This design comes from an exercise in tuning for small area on the open sky130 flow, not from production work. In this exercise RTL edits were held to simulation tests only and were not proved equivalent to the original. No driver is modelled on the clock port, so clocking that relies on it looks cheaper here than on a real chip. Power is estimated from default activity; no workload was simulated.

==> 10-15: inputs <==
Design top, start of the top module:
module top(y, x, c0, c1, c2, clk, rst);
input clk;
input rst;
input [7:0] x;
input [7:0] c0;
input [7:0] c1;
input [7:0] c2;
output [15:0] y;
reg [7:0] xd;
reg [7:0] c0d;
reg [15:0] s2;
wire [7:0] xg = x & {8{~rst}};
wire [7:0] xdg = xd & {8{~rst}};
wire [15:0] s2n;
wire p1;
wire p2;
wire p3;
wire p4;
wire p5;
wire p6;
wire p7;
wire p8;
wire p9;
wire p10;
wire p11;
wire p12;
wire p13;
wire p14;
wire p15;
wire p16;
wire p17;
wire p18;
wire p19;
wire p20;
wire p21;
wire p22;
wire p23;
wire p24;
wire p25;
wire p26;
wire p27;
wire p28;
wire p29;
wire p30;
wire p31;
wire p32;
wire p33;
wire p34;
wire p35;
wire p36;
wire p37;
wire p38;
wire p39;
wire p40;
wire p41;
wire p42;
wire p43;
wire p44;
wire p45;
wire p46;
wire p47;
wire p48;
wire p49;
wire p50;
wire p51;
wire p52;
wire p53;
wire p54;
wire p55;
wire p56;
wire p57;
wire p58;
wire p59;
wire p60;
wire p61;
wire p62;
wire p63;
wire p64;
wire p65;
wire p66;
wire p67;
wire p68;
wire p69;
wire p70;
wire p71;
wire p72;
wire p73;
wire p74;
wire p75;
  ...
export LEC_CHECK = 0
export ABC_AREA = 1
export CAP_MARGIN = 20
export CORE_MARGIN = 2
export CORE_UTILIZATION = 40
export GPL_TIMING_DRIVEN = 0
export SLEW_MARGIN = 20
export SYNTH_HIERARCHICAL = 1
export SYNTH_MINIMUM_KEEP_SIZE = 0
create_clock -name core_clock -period 10.0 [get_ports {clk}]
run.sh (not shown) runs the stock make flow with config.mk's settings and CLKGATE_MAP_FILE= SYNTH_SCRIPT=/design/flow/synth_recipe.tcl, a recipe that flattens the netlist after the stock synthesis.
==> 11-05: changes against 10-15 <==
Settings changed: CORE_UTILIZATION 40 to 60, CTS_BUF_LIST set to sky130_fd_sc_hd__clkbuf_4 sky130_fd_sc_hd__clkbuf_8, GPL_TIMING_DRIVEN 0 to not set.
==> 05-02: changes against 10-15 <==
Settings changed: GPL_TIMING_DRIVEN 0 to not set.
==> comparison table <==
| quantity | 05-02 | 10-15 | 11-05 |
|---|---|---|---|
| Net switching power | 853 uW | 851 uW | 877 uW |
| Met1 global-route usage | 23.4% | 22.6% | 37.4% |
| Filler cell count in the final layout | 1301 | 1304 | 739 |
| Sequential-cell power consumption | 186 uW | 185 uW | 187 uW |
| Standard cell area after detailed placement | 6380 um2 | 6220 um2 | 6320 um2 |
| Sum of routed wire length over all layers | 12300 um | 11900 um | 12100 um |
| Setup slack of the most critical reg-to-reg path | 3100 ps | 3070 ps | 3070 ps |
| Buffering overhead | 10.4% | 8.73% | 10.8% |
| Non-filler cells in the finished layout | 778 | 769 | 713 |
| Met3 routing resource usage after global routing | 3.58% | 3.02% | 5.27% |
| Layout-stage area growth over the synthesis result | 17.1% | 15.0% | 14.9% |
| Power after layout | 2.00 mW | 2.06 mW | 2.00 mW |
| Switching Share | 42.6% | 41.3% | 43.8% |
| Outcome | timing/DRC/antenna clean | timing/DRC/antenna clean | timing/DRC/antenna clean |
| Clock network share of area | 2.25% | 2.29% | 1.43% |
| Share of layout cells above drive strength 1 | 13.9% | 12.7% | 14.3% |
| Total instance count after detailed placement | 769 | 759 | 703 |
| Fraction of the cycle the final worst path needs | 98.4% | 98.5% | 98.7% |
| Root Buffer Master | sky130_fd_sc_hd__clkbuf_16 | sky130_fd_sc_hd__clkbuf_16 | sky130_fd_sc_hd__clkbuf_8 |
| Number of nets in the layout | 821 | 812 | 825 |
| Floorplan core area | 13800 um2 | 13800 um2 | 9200 um2 |
| Multi-input gate share of total cell area | 69.9% | 71.2% | 71.3% |
| Metal2 WL | 6540 um | 6490 um | 6310 um |
| Critical R2R Launch | xd[0] | c0d[3] | c0d[3] |
| Tightest hold margin | 806 ps | 801 ps | 842 ps |

==> inputs of job 1561 <==
Another version of the RTL of top (not shown whole).
export LEC_CHECK = 0
export CAP_MARGIN = 20
export CORE_MARGIN = 2
export CORE_UTILIZATION = 70
export CTS_BUF_LIST = sky130_fd_sc_hd__clkbuf_8
export GPL_TIMING_DRIVEN = 0
export SLEW_MARGIN = 20
export SYNTH_HIERARCHICAL = 1
export SYNTH_MINIMUM_KEEP_SIZE = 0
create_clock -name core_clock -period 10.0 [get_ports {clk}]
standard.sh (not shown) runs the stock make flow with config.mk's settings and CLKGATE_MAP_FILE= SYNTH_SCRIPT=/design/flow/synth_recipe.tcl, a recipe that flattens the netlist after the stock synthesis.
==> flow/flow/run.sh <==
#!/bin/bash
# The standard layout (standard.sh: the standard synthesis and ORFS steps,
# unchanged), with these environment settings for the ORFS steps:
#  - the buffers that global placement puts on every input and output port are
#    the platform's smallest buffer (buf_1) instead of the delay buffer that
#    buffer_ports picks by default; the resizer may still upsize them;
#  - clock tree synthesis uses clkbuf_8 and inserts no dummy loads;
# and one extra step after CTS: clksize.tcl resizes the clock tree's buffers
# (a root buffer and four leaf buffers of 7 to 9 flip-flops each) to clkbuf_2
# and clkbuf_4, keeping the tree's shape and placement. The layout then goes
# on with the standard steps (routing, repair, finish).
# Each tool's output: standard_cts.log, clksize.log, standard.log (and the
# per-step logs in orfs/logs/).
set -euo pipefail
export BUFFER_PORTS_ARGS="-buffer_cell sky130_fd_sc_hd__buf_1"
export REMOVE_ABC_BUFFERS=1
export CTS_ARGS="-buf_list sky130_fd_sc_hd__clkbuf_8 -sink_clustering_enable -dont_use_dummy_load -repair_clock_nets"
bash standard.sh cts > standard_cts.log 2>&1
CLKSIZE_ODB="$PWD/orfs/results/$FLOW_PLATFORM/top/base/4_cts.odb" \
  openroad -no_init -exit flow/clksize.tcl > clksize.log 2>&1
bash standard.sh finish > standard.log 2>&1
==> flow/flow/clksize.tcl <==
# Resize the clock tree that CTS built (a root buffer feeding leaf buffers
# that drive the flip-flops) to small buffers: root clkbuf_2, leaves clkbuf_4.
# The tree's shape and placement stay as CTS made them.
read_db $::env(CLKSIZE_ODB)
set block [ord::get_db_block]
set db [ord::get_db]
set clknet [[$block findBTerm clk] getNet]
set roots {}
foreach it [$clknet getITerms] {
  if {[$it isInputSignal]} { lappend roots [$it getInst] }
}
if {[llength $roots] != 1} { error "expected one cell on the clock port, found [llength $roots]" }
set root [lindex $roots 0]
foreach it [$root getITerms] {
  if {[$it isOutputSignal]} { set rootout [$it getNet] }
}
set leaves {}
foreach it [$rootout getITerms] {
  set inst [$it getInst]
  if {$inst eq $root} continue
  if {![string match "sky130_fd_sc_hd__clkbuf_*" [[$inst getMaster] getName]]} {
    error "[$inst getName] on the root's net is not a clock buffer"
  }
  lappend leaves $inst
}
puts "root [$root getName] ([[$root getMaster] getName]), [llength $leaves] leaf buffers"
$root swapMaster [$db findMaster sky130_fd_sc_hd__clkbuf_2]
foreach leaf $leaves {
  $leaf swapMaster [$db findMaster sky130_fd_sc_hd__clkbuf_4]
}
detailed_placement
check_placement
write_db $::env(CLKSIZE_ODB)
==> inputs of job 9940, as changes to job 1561 <==
--- a/flow/design.v
+++ b/flow/design.v
@@ -574,46 +574,46 @@
 wire c543;
 wire s544;
 wire c545;
 wire s546;
 wire c547;
 wire s548;
 wire c549;
-wire n550;
-wire s551;
-wire c552;
-wire s553;
-wire c554;
-wire s555;
-wire c556;
-wire s557;
-wire c558;
-wire s559;
-wire c560;
-wire s561;
-wire c562;
-wire s563;
-wire c564;
-wire s565;
-wire c566;
-wire s567;
-wire c568;
-wire s569;
-wire c570;
-wire s571;
-wire c572;
-wire s573;
-wire c574;
-wire s575;
-wire c576;
-wire s577;
-wire c578;
+wire s550;
+wire c551;
+wire s552;
+wire c553;
+wire s554;
+wire c555;
+wire s556;
+wire c557;
+wire s558;
+wire c559;
+wire s560;
+wire c561;
+wire s562;
+wire c563;
+wire s564;
+wire c565;
+wire s566;
+wire c567;
+wire s568;
+wire c569;
+wire s570;
+wire c571;
+wire s572;
+wire c573;
+wire s574;
+wire c575;
+wire s576;
+wire c577;
+wire x578;
 wire x579;
-wire x580;
-wire [4:0] t581;
+wire [5:0] t580;
+wire y581;
 wire y582;
 wire y583;
 wire y584;
 wire y585;
 wire y586;
 nand_cell u1 (.a(xdg[0]), .b(c0d[0]), .y(p1));
 nand_cell u2 (.a(xdg[0]), .b(c0d[1]), .y(p2));
@@ -991,39 +991,39 @@
 fa_cell u536 (.a(s533), .b(c520), .c(c522), .s(s535), .co(c536));
 assign n537 = ~s535;
 fa_cell u539 (.a(s2q[10]), .b(p400), .c(p407), .s(s538), .co(c539));
 fa_cell u541 (.a(p414), .b(p421), .c(p428), .s(s540), .co(c541));
 fa_cell u543 (.a(c524), .b(c526), .c(s538), .s(s542), .co(c543));
 fa_cell u545 (.a(s540), .b(c528), .c(s542), .s(s544), .co(c545));
 fa_cell u547 (.a(c530), .b(s544), .c(c532), .s(s546), .co(c547));
-fa_cell u549 (.a(s546), .b(c534), .c(c536), .s(s548), .co(c549));
-assign n550 = ~s548;
-fa_cell u552 (.a(s2q[11]), .b(p408), .c(p415), .s(s551), .co(c552));
-fa_cell u554 (.a(p422), .b(p429), .c(c539), .s(s553), .co(c554));
-fa_cell u556 (.a(c541), .b(s551), .c(c543), .s(s555), .co(c556));
-fa_cell u558 (.a(s553), .b(c545), .c(s555), .s(s557), .co(c558));
-g_xnor u560 (.a(s557), .b(c547), .y(s559));
-g_or u560c (.a(s557), .b(c547), .y(c560));
-fa_cell u562 (.a(s2q[12]), .b(p416), .c(p423), .s(s561), .co(c562));
-fa_cell u564 (.a(p430), .b(c552), .c(s561), .s(s563), .co(c564));
-fa_cell u566 (.a(c554), .b(s563), .c(c556), .s(s565), .co(c566));
-fa_cell u568 (.a(s565), .b(c558), .c(c560), .s(s567), .co(c568));
-fa_cell u570 (.a(s2q[13]), .b(p424), .c(p431), .s(s569), .co(c570));
-fa_cell u572 (.a(c562), .b(s569), .c(c564), .s(s571), .co(c572));
-fa_cell u574 (.a(s571), .b(c566), .c(c568), .s(s573), .co(c574));
-fa_cell u576 (.a(s2q[14]), .b(p432), .c(c570), .s(s575), .co(c576));
-fa_cell u578 (.a(s575), .b(c572), .c(c574), .s(s577), .co(c578));
-assign x579 = s2q[15] ^ c576;
-assign x580 = x579 ^ c578;
-inc_and5 u581 (.a({~s577, ~s573, ~s567, ~s559, ~c549}), .t(t581));
-assign y582 = ~(s559 ^ t581[0]);
-assign y583 = ~(s567 ^ t581[1]);
-assign y584 = ~(s573 ^ t581[2]);
-assign y585 = ~(s577 ^ t581[3]);
-assign y586 = x580 ^ t581[4];
+g_xnor u549 (.a(s546), .b(c534), .y(s548));
+g_or u549c (.a(s546), .b(c534), .y(c549));
+fa_cell u551 (.a(s2q[11]), .b(p408), .c(p415), .s(s550), .co(c551));
+fa_cell u553 (.a(p422), .b(p429), .c(c539), .s(s552), .co(c553));
+fa_cell u555 (.a(c541), .b(s550), .c(c543), .s(s554), .co(c555));
+fa_cell u557 (.a(s552), .b(c545), .c(s554), .s(s556), .co(c557));
+fa_cell u559 (.a(s556), .b(c547), .c(c549), .s(s558), .co(c559));
+fa_cell u561 (.a(s2q[12]), .b(p416), .c(p423), .s(s560), .co(c561));
+fa_cell u563 (.a(p430), .b(c551), .c(s560), .s(s562), .co(c563));
+fa_cell u565 (.a(c553), .b(s562), .c(c555), .s(s564), .co(c565));
+fa_cell u567 (.a(s564), .b(c557), .c(c559), .s(s566), .co(c567));
+fa_cell u569 (.a(s2q[13]), .b(p424), .c(p431), .s(s568), .co(c569));
+fa_cell u571 (.a(c561), .b(s568), .c(c563), .s(s570), .co(c571));
+fa_cell u573 (.a(s570), .b(c565), .c(c567), .s(s572), .co(c573));
+fa_cell u575 (.a(s2q[14]), .b(p432), .c(c569), .s(s574), .co(c575));
+fa_cell u577 (.a(s574), .b(c571), .c(c573), .s(s576), .co(c577));
+assign x578 = s2q[15] ^ c575;
+assign x579 = x578 ^ c577;
+inc_and6 u580 (.a({~s576, ~s572, ~s566, ~s558, ~s548, ~c536}), .t(t580));
+assign y581 = ~(s548 ^ t580[0]);
+assign y582 = ~(s558 ^ t580[1]);
+assign y583 = ~(s566 ^ t580[2]);
+assign y584 = ~(s572 ^ t580[3]);
+assign y585 = ~(s576 ^ t580[4]);
+assign y586 = x579 ^ t580[5];
 assign y[0] = n435;
 assign s2n[0] = s129;
 assign y[1] = n440;
 assign s2n[1] = s133;
 assign y[2] = s445;
 assign s2n[2] = s141;
 assign y[3] = s453;
@@ -1036,15 +1036,15 @@
 assign s2n[6] = s213;
 assign y[7] = s505;
 assign s2n[7] = s241;
 assign y[8] = s521;
 assign s2n[8] = s269;
 assign y[9] = n537;
 assign s2n[9] = s295;
-assign y[10] = n550;
+assign y[10] = y581;
 assign s2n[10] = s317;
 assign y[11] = y582;
 assign s2n[11] = s335;
 assign y[12] = y583;
 assign s2n[12] = s349;
 assign y[13] = y584;
 assign s2n[13] = s359;
@@ -1086,18 +1086,18 @@
 endmodule
 module g_andn(input a, input b, output y);
 assign y = a & ~b;
 endmodule
 module g_nandn(input a, input b, output y);
 assign y = ~(a & ~b);
 endmodule
-module inc_and5(input [4:0] a, output [4:0] t);
+module inc_and6(input [5:0] a, output [5:0] t);
 genvar i;
 assign t[0] = a[0];
-generate for (i = 1; i < 5; i = i + 1) begin : g
+generate for (i = 1; i < 6; i = i + 1) begin : g
   assign t[i] = &a[i:0];
 end endgenerate
 endmodule
 module nand_cell(input a, input b, output y);
 assign y = ~(a & b);
 endmodule
 module and_cell(input a, input b, output y);
==> flow/flow/run.sh (replaced) <==
#!/bin/bash
# The standard layout (standard.sh: the standard synthesis and ORFS steps,
# unchanged), with these environment settings for the ORFS steps:
#  - the buffers that global placement puts on every input and output port are
#    the platform's smallest buffer (buf_1) instead of the delay buffer that
#    buffer_ports picks by default; the resizer may still upsize them;
#  - clock tree synthesis uses clkbuf_8 and inserts no dummy loads.
# All of ORFS's output goes to standard.log here and to orfs/logs/.
set -euo pipefail
export BUFFER_PORTS_ARGS="-buffer_cell sky130_fd_sc_hd__buf_1"
export REMOVE_ABC_BUFFERS=1
export CTS_ARGS="-buf_list sky130_fd_sc_hd__clkbuf_8 -sink_clustering_enable -dont_use_dummy_load -repair_clock_nets"
bash standard.sh > standard.log 2>&1
==> flow/config.mk (replaced) <==
export PLATFORM = sky130hd
export DESIGN_NAME = top
export DESIGN_NICKNAME = top
export VERILOG_FILES = /design/flow/design.v
export SDC_FILE = /design/flow/constraint.sdc
export NUM_CORES = 4
export LEC_CHECK = 0
export CAP_MARGIN = 20
export CORE_MARGIN = 2
export CORE_UTILIZATION = 40
export CTS_BUF_LIST = sky130_fd_sc_hd__clkbuf_8
export GPL_TIMING_DRIVEN = 0
export SLEW_MARGIN = 20
export SYNTH_HIERARCHICAL = 1
export SYNTH_MINIMUM_KEEP_SIZE = 0
removed: flow/flow/clksize.tcl
==> inputs of job 2430, as changes to job 1561 <==
==> flow/config.mk (replaced) <==
export PLATFORM = sky130hd
export DESIGN_NAME = top
export DESIGN_NICKNAME = top
export VERILOG_FILES = /design/flow/design.v
export SDC_FILE = /design/flow/constraint.sdc
export NUM_CORES = 4
export LEC_CHECK = 0
export CAP_MARGIN = 20
export CORE_MARGIN = 2
export CORE_UTILIZATION = 55
export CTS_BUF_LIST = sky130_fd_sc_hd__clkbuf_8
export GPL_TIMING_DRIVEN = 0
export SLEW_MARGIN = 20
export SYNTH_HIERARCHICAL = 1
export SYNTH_MINIMUM_KEEP_SIZE = 0
==> inputs of job 381, as changes to job 1561 <==
==> flow/config.mk (replaced) <==
export PLATFORM = sky130hd
export DESIGN_NAME = top
export DESIGN_NICKNAME = top
export VERILOG_FILES = /design/flow/design.v
export SDC_FILE = /design/flow/constraint.sdc
export NUM_CORES = 4
export LEC_CHECK = 0
export CAP_MARGIN = 20
export CORE_MARGIN = 2
export CORE_UTILIZATION = 40
export CTS_BUF_LIST = sky130_fd_sc_hd__clkbuf_8
export GPL_TIMING_DRIVEN = 0
export SLEW_MARGIN = 20
export SYNTH_HIERARCHICAL = 1
export SYNTH_MINIMUM_KEEP_SIZE = 0
==> results.toml <==
[drt]
route.met3.wl_um = 721
drt_iter0_drc = 175
wl_met1_mm = 4.588

[global_routing]
met1_usage = 0.2424

[logic_synthesis]
yosys-top-cells-area = "fa_1, dfxtp_1, nand2_1, and2_1, buf_4"
synth_adder_area_share = 0.6426
ys_seq_area_frac = 0.1160
synth_cell_types = 12

[sta]
worstMarginPinSlew_ps = 533.8
relSlewSlack = 0.6441

[critical_path]
cp-startpoint = "c2[2]"

[finish]
nets = 733

[cts]
path_clk_slew_ps = 90

[outcome]
status = "timing/DRC/antenna clean"
the above is filed under job 381

==> results.toml <==
[outcome]
status = "timing/DRC/antenna clean"

[floorplan]
start_util = 0.4043

[critical_path]
cp.arrival_ps = 7370
cp_num_buf_inv = 3

[pwr]
ir_worst_vdd_mv = 0.2008

[logic_synthesis]
synth_cell_types = 15
synth_adder_area_share = 0.6397
yosys-top-cells-area = "fa_1, dfxtp_1, nand2_1, and2_1, buf_4"
yosysTopAreaCell = "fa_1"
ys_seq_area_frac = 0.1155
synth_edf_count = 0

[global_routing]
met1_usage = 0.2340

[drt]
wl_met1_mm = 4.509
route.met3.wl_um = 819

[cts]
path_clk_slew_ps = 60

[sta]
fin_ws_ps = 628.9
worstMarginPinSlew_ps = 568.3

[finish]
nets = 738
the above is filed under job 9940

==> results.toml <==
[outcome]
status = "timing/DRC/antenna clean"

[global_routing]
met1_usage = 0.3108
antenna_found_initial = 0

[logic_synthesis]
synth-compound-area-share = 0
ys_seq_area_frac = 0.1160
synth_cell_types = 12
yosys-top-cells-area = "fa_1, dfxtp_1, nand2_1, and2_1, buf_4"
synth_adder_area_share = 0.6426

[cts]
path_clk_slew_ps = 110

[drt]
route.met3.wl_um = 499
drt_iter0_drc = 116
wl_met1_mm = 4.524

[sta]
relSlewSlack = 0.6604
setup_tns_ps = 0
worstMarginPinSlew_ps = 509.5
period_minus_slack_ps = 9661

[critical_path]
crit_end = "y[15]"
cp-startpoint = "x[0]"

[finish]
antenna_cells = 0
design_area_um2 = 5784
layout_commonest_cell = "fa_1"
the above is filed under job 2430

==> results.toml <==
[outcome]
status = "timing/DRC/antenna clean"

[logic_synthesis]
synth_adder_area_share = 0.6426
ys_ff_latch = 32
synth_cell_types = 12
ys_seq_area_frac = 0.1160

[drt]
wl_met1_mm = 4.134
drt_iter0_drc = 203
route.met3.wl_um = 684

[critical_path]
cp-startpoint = "c2[2]"

[cts]
path_clk_slew_ps = 120

[sta]
worstMarginPinSlew_ps = 485.7
relSlewSlack = 0.6762
max_clock_freq_ghz = 0.1033

[placement]
pre_cts_slack_ps = 144.0

[global_routing]
met1_usage = 0.3767

[finish]
nets = 733

[pwr]
power_switching_mw = 0.9066
the above is filed under job 1561

-- what the ideal ports hide --
The results above use ideal ports. As a check the final layouts listed here were re-extracted and re-timed, cells and wires unchanged. Step 1, drivers: a clkbuf_16 drives clk and a buf_2 each remaining input, both assumed. Step 2, shift: input delay + t, output delay - t, t = (earliest + latest rising clock arrival at the registers) / 2. This alone moves slack from input paths to output paths. a / b / c = ideal / step 1 / step 2; a / b = the first two.
run	t, ns	setup WS [ns]	latest minus earliest clock arrival (ns)	pins driven straight from the clock port
10-15	0.318	0.147 / 0.095 / 0.095	0.007 / 0.007	1
11-05	0.326	0.133 / 0.097 / 0.097	0.011 / 0.011	1
05-02	0.324	0.155 / 0.107 / 0.107	0.007 / 0.008	1
job 1561	0.378	0.320 / 0.297 / 0.297	0.041 / 0.042	1
job 9940	0.310	0.629 / 0.601 / 0.601	0.011 / 0.011	1
job 2430	0.351	0.339 / 0.314 / 0.314	0.047 / 0.047	1
job 381	0.397	0.275 / 0.252 / 0.252	0.010 / 0.009	1
After both steps every run listed still meets setup and hold. The setup slack of 10-15, which loses most, moves by -0.052 ns with the drivers and by -0.052 ns with both steps.
